From an optimization exercise on the open Yosys and OpenROAD flow, aimed at small area; shortcuts taken in it are not production practice. Power figures rest on the tool's default switching activity, not on a simulated workload.

the baseline:
Design uart_top, start of the top module:
module uart_top (
	input clkin,
	input rst_n,
	input rx,
	output tx,
	output [2:0] rgb_led
	);
wire clk = clkin;
localparam T_END  = 13'b1111100011011;
localparam T_HARF = 13'b0101101101100;
localparam T_TERM = 13'b0101100101100;
reg rx1, rx2;
reg s0, s1, s2, s3, s4;
always @(posedge clk or negedge rst_n) begin
	if (~rst_n) begin
		rx1 <= 1'b1;
		rx2 <= 1'b1;
	end else begin
		rx1 <= rx;
		rx2 <= rx1;
	end
end
always @(posedge clk) begin
	s0 <= rx2;
	s1 <= s0;
	s2 <= s1;
	s3 <= s2;
	s4 <= s3;
end
wire edge_rx = ~rx2 & s0;
wire [2:0] bit_cnt = s0 + s1 + s2 + s3 + s4;
wire bit_data = (bit_cnt >= 3'd3);
localparam RX_IDLE = 2'd0;
localparam RX_ACPT = 2'd1;    
localparam RX_STAR = 2'd2;
localparam RX_DATA = 2'd3;    
reg [1:0] rx_state;
reg [12:0] sample_cntr;
reg [8:0] rb;                 
wire sample_trg = (sample_cntr == T_END);
wire rx_idle = ~rx_state[1];
wire start_trg = edge_rx & rx_idle;
wire in_stop = rb[8];
always @(posedge clk) begin
	if (start_trg)
		sample_cntr <= T_HARF;
	else if (sample_trg)
		sample_cntr <= T_TERM;
	else
		sample_cntr <= {sample_cntr[11:0], sample_cntr[12] ^ sample_cntr[2]};
end
always @(posedge clk or negedge rst_n) begin
	if (~rst_n)
		rx_state <= RX_IDLE;
	else case (rx_state)
		RX_IDLE, RX_ACPT:
			rx_state <= edge_rx ? RX_STAR : RX_IDLE;
		RX_STAR:
			if (sample_trg) rx_state <= bit_data ? RX_IDLE : RX_DATA;
		RX_DATA:
			if (sample_trg & in_stop) rx_state <= bit_data ? RX_ACPT : RX_IDLE;
	endcase
end
  ...
clock: 20.8 ns
lec_check: 0
abc_area: 1
cap_margin: 20
core_margin: 2
core_utilization: 70
cts_buf_list: sky130_fd_sc_hd__clkbuf_4 sky130_fd_sc_hd__clkbuf_2
slew_margin: 20
run.sh (not shown) runs the stock make flow with config.mk's settings and CLKGATE_MAP_FILE= SYNTH_SCRIPT=/design/flow/synth_recipe.tcl, a recipe that flattens the netlist after the stock synthesis.
The baseline completed end to end with timing, DRC and antenna clean.
### the baseline -> the candidate
# the baseline
export LEC_CHECK = 0
export ABC_AREA = 1
export CAP_MARGIN = 20
export CORE_MARGIN = 2
export CORE_UTILIZATION = 70
export CTS_BUF_LIST = sky130_fd_sc_hd__clkbuf_4 sky130_fd_sc_hd__clkbuf_2
export SLEW_MARGIN = 20
create_clock -name core_clock -period 20.8 [get_ports {clkin}]
# the candidate
export LEC_CHECK = 0
export CAP_MARGIN = 20
export CORE_MARGIN = 2
export CORE_UTILIZATION = 40
export CTS_BUF_LIST = sky130_fd_sc_hd__clkbuf_4 sky130_fd_sc_hd__clkbuf_2
export CTS_CLUSTER_DIAMETER = 100
export CTS_CLUSTER_SIZE = 30
export SLEW_MARGIN = 20
create_clock -name core_clock -period 20.8 [get_ports {clkin}]
## What came out
Looking at the reports, the baseline completed the entire flow and the layout it produced met the timing, design-rule and antenna checks. The candidate finished end to end and its layout was clean on timing, DRC and antenna. Summary of the candidate over the baseline: relative max-transition margin went down by 17 points, count of vias placed by the detailed router went down 24%. What the candidate reported for placeable core region has to be multiplied by 0.61 to get the figure for the baseline. On aggregate routed wire length: the candidate sits below the baseline. Comparing the baseline and the candidate, number of nets in the layout is lower on the candidate. Diff the baseline -> the candidate | post-placement cell area | decrease of about 6%. Clock latency at the later pin of the worst-skew pair essentially unchanged between the baseline and the candidate. Summary of the candidate over the baseline: fraction of standard cell area in multi-input logic fell by 1.4 points, clock period minus final worst setup slack flat. In the reports for the baseline and the candidate, the larger final area belongs to the baseline.
No functional check of the RTL was part of any run of this note.

========
run B:
Starting RTL as in the previous note.
## uart_top
module uart_top (
	input clkin,
	input rst_n,
	input rx,
	output tx,
	output [2:0] rgb_led
	);
==> flow/config.mk <==
export PLATFORM = sky130hd
export DESIGN_NAME = uart_top
export DESIGN_NICKNAME = uart_top
export VERILOG_FILES = /design/flow/design.v
export SDC_FILE = /design/flow/constraint.sdc
export NUM_CORES = 4
export LEC_CHECK = 0
export CAP_MARGIN = 20
export CORE_MARGIN = 2
export CORE_UTILIZATION = 40
export CTS_BUF_LIST = sky130_fd_sc_hd__clkbuf_4 sky130_fd_sc_hd__clkbuf_2
export SLEW_MARGIN = 20
==> flow/constraint.sdc <==
create_clock -name core_clock -period 20.8 [get_ports {clkin}]
set_input_delay 4.1600 -clock core_clock [delete_from_list [all_inputs] [get_ports {clkin}]]
set_output_delay 4.1600 -clock core_clock [all_outputs]
set_load 0.01 [all_outputs]
Run B | status: complete | timing, DRC, antenna: pass
For run E, these inputs were changed with respect to run B:
- removing CTS_BUF_LIST (formerly sky130_fd_sc_hd__clkbuf_4 sky130_fd_sc_hd__clkbuf_2)
Results
- STATUS minimum setup slack in the final design: run E wins against run B
- Comparing run B against run E, there is no change at all in antenna diode count.
- Comparing run B and run E, the higher total power of the final layout was measured on run E.
- Run B ended up with sequential cells as its biggest power consumer among the groups; run E ended up with the clock network.
- Run E ends up with a combinational power share that is 0.2 points lower than in run B.
Function was not checked in any run of this note: the RTL went through the layout flow alone.

-- re-timing with driven ports --
The flow's constraints put no driver on any port. The routed layouts listed below were extracted and timed again, unchanged, in two steps.
Step 1 sets driving cells, clkbuf_16 on the clock port and buf_2 on the other inputs (assumed; they add their load-dependent delay and slew).
Step 2 moves the port delays by t, midway between the first and last clock arrival at a register: inputs arrive t later, outputs are due t later. That takes back most of the time a late clock gives input paths.
Three values: ideal ports, drivers, drivers and shift; two values: the first two.
run | t, ns | setup slack, ns | hold slack, ns | latest minus earliest clock arrival (ns) | cell pins on the clock port's net
the baseline | 0.508 | 15.076 / 15.051 / 15.559 | 0.329 / 0.329 / 0.329 | 0.014 / 0.015 | 1
the candidate | 0.522 | 15.077 / 15.049 / 15.571 | 0.324 / 0.324 / 0.324 | 0.016 / 0.015 | 1
run B | 0.522 | 15.077 / 15.049 / 15.571 | 0.324 / 0.324 / 0.324 | 0.016 / 0.015 | 1
run E | 0.536 | 15.086 / 15.055 / 15.591 | 0.321 / 0.321 / 0.321 | 0.006 / 0.006 | 1
After both steps every run listed still meets setup and hold.
